What follows belongs to an exercise in optimizing a design on an open flow for small area, a short achievable clock period and few clock cycles per item; a production flow would make more cautious choices.
No run shown here included a check of the RTL's function; only the layout flow was run.

==> flow/design.v, too long to show whole: its modules and the start of the top module <==
// module Exp: 28 lines
// module sq32: 746 lines
// module mul32: 887 lines
// module fa: 4 lines
// module ha: 4 lines
module Exp(
    input clk,
    input rst,
    input [31:0] x,
    input [31:0] n,
    output [31:0] res,
    output done
);
  // ...
==> flow/run.sh <==
#!/bin/bash
# synth_recipe.tcl (not shown) runs the flow's synth.tcl, then flattens the netlist and writes it again
# the make line also repeats each setting of config.mk as NAME=value (left out here)
make -C /OpenROAD-flow-scripts/flow DESIGN_CONFIG=/design/flow/config.mk WORK_HOME=/design/flow/orfs CLKGATE_MAP_FILE= SYNTH_SCRIPT=/design/flow/synth_recipe.tcl finish
==> flow/config.mk <==
export PLATFORM = sky130hd
export DESIGN_NAME = Exp
export DESIGN_NICKNAME = Exp
export VERILOG_FILES = /design/flow/design.v
export SDC_FILE = /design/flow/constraint.sdc
export NUM_CORES = 4
export LEC_CHECK = 0
export CAP_MARGIN = 20
export CORE_MARGIN = 2
export CORE_UTILIZATION = 45
export PLACE_DENSITY = 0.6
export SETUP_SLACK_MARGIN = 3.5
export SLEW_MARGIN = 20
export SYNTH_HIERARCHICAL = 1
==> flow/constraint.sdc <==
create_clock -name core_clock -period 10.0 [get_ports {clk}]
set_input_delay 2.0000 -clock core_clock [delete_from_list [all_inputs] [get_ports {clk}]]
set_output_delay 2.0000 -clock core_clock [all_outputs]
set_load 0.01 [all_outputs]
==> impl_metrics.csv, run 1 <==
group,metric,value,unit
synth,synth_nets,2925,
die,die_w,225,µm
worst_hold_path,holdPathEnd,"m[0]",
detailed_routing,vias,17803,
critical_path,reg2reg_from,"b[12]",
global_routing,grt.busiest_layer,"met2",
final_layout,nMultiInputCombCells,1936,
synth,synth_common_cells,"365 x fa_1, 282 x nand2_1, 227 x a22oi_1",
worst_hold_path,hold_depth,1,
synth,ys_seq_area_share,8.76,%
synth,yosysWarnings,7,
synth,synth_top_family_by_area,"adder cells",
run_status,status,"finished clean",
final_layout,inverters,147,
detailed_routing,antenna_left,0,
sta,clock_skew,0.0202,ns
placement,place_congestion,0.927,
sta,tns,0,ns
die,taps,615,
synth,synth_edf_count,0,
sta,timing.final.crit_share,62.3,%
sta,final_hold_viol_count,0,
cts,clock_sinks,96,
sta,hold_ws,0.483,ns
critical_path,crit_fanout,20,
==> run 2: changes to the inputs <==
--- a/flow/config.mk
+++ b/flow/config.mk
@@ -9,6 +9,6 @@
 export CORE_MARGIN = 2
 export CORE_UTILIZATION = 45
 export PLACE_DENSITY = 0.6
-export SETUP_SLACK_MARGIN = 3.5
+export SETUP_SLACK_MARGIN = 4
 export SLEW_MARGIN = 20
 export SYNTH_HIERARCHICAL = 1
==> impl_metrics.csv, run 2 <==
group,metric,value,unit
critical_path,crit_fanout,15,
die,fp.coreArea,47900,µm²
final_layout,reg.largest.list,"b: 32 flops, m: 32 flops, r: 32 flops",
sta,tightest_slew,1.23,ns
critical_path,cp.arrival,6.27,ns
synth,synth_ff_type,"dfxtp_1",
critical_path,worstPathRequired,10.35,ns
detailed_routing,antenna_left,0,
detailed_routing,vias_per_cell,6.01,
synth,synth.cell_area,21900,µm²
placement,placed_cells_incl_taps,2951,
sta,max_freq,169,MHz
global_routing,grt_usage,27.9,%
placement,io_buffers,98,
sta,final_hold_viol_count,0,
cts,cts_buffers,9,
die,ios,99,
detailed_routing,first_iter_violations,2088,
die,initial_core_util,45.8,%
sta,slew_headroom,18.2,%
sta,clock_skew,0.0243,ns
cts,cts_tree,"yes",
sta,setup_violations,0,
synth,synth_area_leader_cell,"fa_1",
detailed_routing,drt_first_pass_iters,9,
synth,ys_seq_area_share,8.76,%
global_routing,grt_pass1_vias,19008,
placement,hpwlAfterDp,49200,µm
final_layout,nets,2995,
global_routing,grt_max_degree,65,
sta,rsz0062_at_grt,"true",
synth,synth_nets,2925,
cts,path_clk_slew,0.10,ns
final_layout,layout_common_cells,"349 x fa_1, 280 x nand2_1, 220 x a22oi_1",
sta,period_needed,5.92,ns
detailed_routing,routed_wl,72000,µm
die,dieArea,50500,µm²
global_routing,antenna_found_initial,0,
global_routing,grt_overflow,0,
cts,root_buffer,"clkbuf_16",
detailed_routing,vias,18358,
global_routing,grt_pass1_wl,108000,µm
die,die_w,225,µm
final_layout,final_cells,3055,
detailed_routing,drc,0,
run_status,status,"finished clean",
synth,synth_top_area_share,33.3,%
cts,htreeDepth,3,
sta,timing.final.crit_share,59.2,%
synth,synth_edf_count,0,
sta,setup_slack,4.08,ns
synth,synth_most_common_cell,"fa_1",
critical_path,critPathKind,"register to register",
synth,synth_seq_cells,96,
final_layout,final_common_cell,"fa_1",
synth,async_flop_share,0,%
synth,synth_common_cells,"365 x fa_1, 282 x nand2_1, 227 x a22oi_1",
placement,pre_cts_ws,2.46,ns
synth,ys_types,72,
final_layout,fill_cells,4300,
synth,syn_inst,2364,
synth,yosysWarnings,7,
placement,place_congestion,0.905,
critical_path,start_kind,"register",
die,fp.dieH,225,µm
cts,clock_latency,0.42,ns
critical_path,critPathCaptureType,"register",
sta,slew_viol_final,0,
synth,syn_area_per_cell,9.28,µm²
final_layout,area_growth,16.6,%
flow_run,cap_violations,0,
cts,clock_sinks,96,
cts,clock_path_buffers,2,
worst_hold_path,hold_class,"register to register",
final_layout,layout-drive-gt1-share,15.6,%
synth,yosys-top-cells-area,"fa_1 33%, dfxtp_1 8.8%, xnor2_1 8.4%",
sta,tns,0,ns
detailed_routing,routedWlPerCell,23.6,µm
die,rows,80,
-- run 2: cell counts after synthesis --
No cell type changed its count.
-- run 2: final timing paths --
check                           start  slack [ns]  cells past startpoint     to
worst max-delay path             m[0]        4.08                     22  r[30]
worst min-delay path            m[27]        0.48                      1  m[26]
worst max register to register   m[0]        4.08                     22  r[30]
worst min register to register  m[27]        0.48                      1  m[26]
-- run 2: metal layers --
| layer | track usage, % | vias up | wire length (µm) |
|---|---|---|---|
| li1 | - | 7968 | - |
| met1 | 36.4 | 9320 | 28900 |
| met2 | 46.0 | 886 | 34200 |
| met3 | 5.43 | 184 | 6060 |
| met4 | 10.4 | 0 | 2880 |
| met5 | 0 | - | 0 |
-- run 2: logic make-up (layout without fill, tap and decap cells) --
logic type,after synthesis,in the layout,share of synthesized area [%]
XOR/XNOR,344,344,13.7
AO/OA/AOI/OAI,433,433,13.9
multiplexers,82,82,4.24
other,1,2,0.0171
buffers and inverters,333,408,5.99
flip-flops,96,96,8.76
AND/OR/NAND/NOR,580,580,12.7
adder cells (fa/ha/maj),495,495,40.7
-- run 2: per-stage QoR --
| stage | hold WS [ns] | utilization [%] | area, µm² |
|---|---|---|---|
| after floorplan | 0.458 | - | 22000 |
| after global routing | 0.513 | 53.4 | 25600 |
| final | 0.481 | 53.4 | 25600 |
| after CTS | 0.489 | 50.8 | 24300 |
| after global placement | 0.465 | 48.9 | 23400 |
| after detailed placement | 0.473 | 48.9 | 23400 |
-- run 2: worst max-delay path, stage by stage, from the launching register on --
cell      delay (ns)
dfxtp_4         0.40
buf_12          0.14
and2_4          0.15
buf_12          0.13
ha_4            0.36
buf_12          0.18
a22oi_1         0.10
xor2_1          0.25
fa_1            0.47
fa_1            0.46
fa_1            0.52
fa_1            0.43
fa_1            0.50
ha_2            0.31
a21oi_2         0.18
nor2b_1         0.06
o21ai_1         0.20
nand2_1         0.10
o21ai_2         0.21
a21oi_2         0.11
buf_4           0.14
a311oi_1        0.26
nor2b_1         0.17
-- run 2: Yosys stat by module, one instance, submodules excluded --
module / copies in the design / flip-flops and latches / cell area (µm²)
Exp: 1 / 96 / 3220
fa: 365 / 0 / 20.0
mul32: 1 / 0 / 7980
sq32: 1 / 0 / 3440
-- run 2: area by class of cell --
| type | count | area [µm²] | area share, % |
|---|---|---|---|
| well taps | 615 | 769 | 3.01 |
| inverters | 147 | 572 | 2.23 |
| diodes | 1 | 2.50 | 0.00978 |
| flip-flops and latches | 96 | 1970 | 7.70 |
| repair buffers | 245 | 2620 | 10.2 |
| clock buffers | 9 | 225 | 0.880 |
| multi-input cells | 1935 | 19300 | 75.6 |
| clock inverters | 7 | 86.3 | 0.337 |
-- run 2: repair_timing --
action | CTS | global route
pin swaps | 11 | 61
endpoints found under the setup margin | 19 | 11
cloned | 2 | 14
setup buffers | 25 | 46
hold buffers | 0 | 0
gates resized for setup | 81 | 157

[separate check: timing with driven ports]
Ports are ideal in the flow. The routed layouts listed here were re-timed in OpenROAD. Step 1 (the two cells are an assumption about what drives the block):
set clk [get_ports {clk}]
set_driving_cell -lib_cell sky130_fd_sc_hd__clkbuf_16 $clk
set_driving_cell -lib_cell sky130_fd_sc_hd__buf_2 [delete_from_list [all_inputs] $clk]
Step 2, shift: input delay + t, output delay - t, t = (earliest + latest rising clock arrival at the registers) / 2. This alone moves slack from input paths to output paths. Slacks: ideal / step 1 / step 2; pairs: ideal / step 1.
| run | shift t [ns] | setup slack, ns | worst hold slack (ns) | worst data-port slew with drivers (ns) |
|---|---|---|---|---|
| run 1 | 0.456 | 3.772 / 3.772 / 3.772 | 0.483 / 0.483 / 0.483 | 0.05 |
| run 2 | 0.465 | 4.080 / 4.080 / 4.080 | 0.481 / 0.481 / 0.481 | 0.05 |
After both steps setup and hold are still met in every run listed.
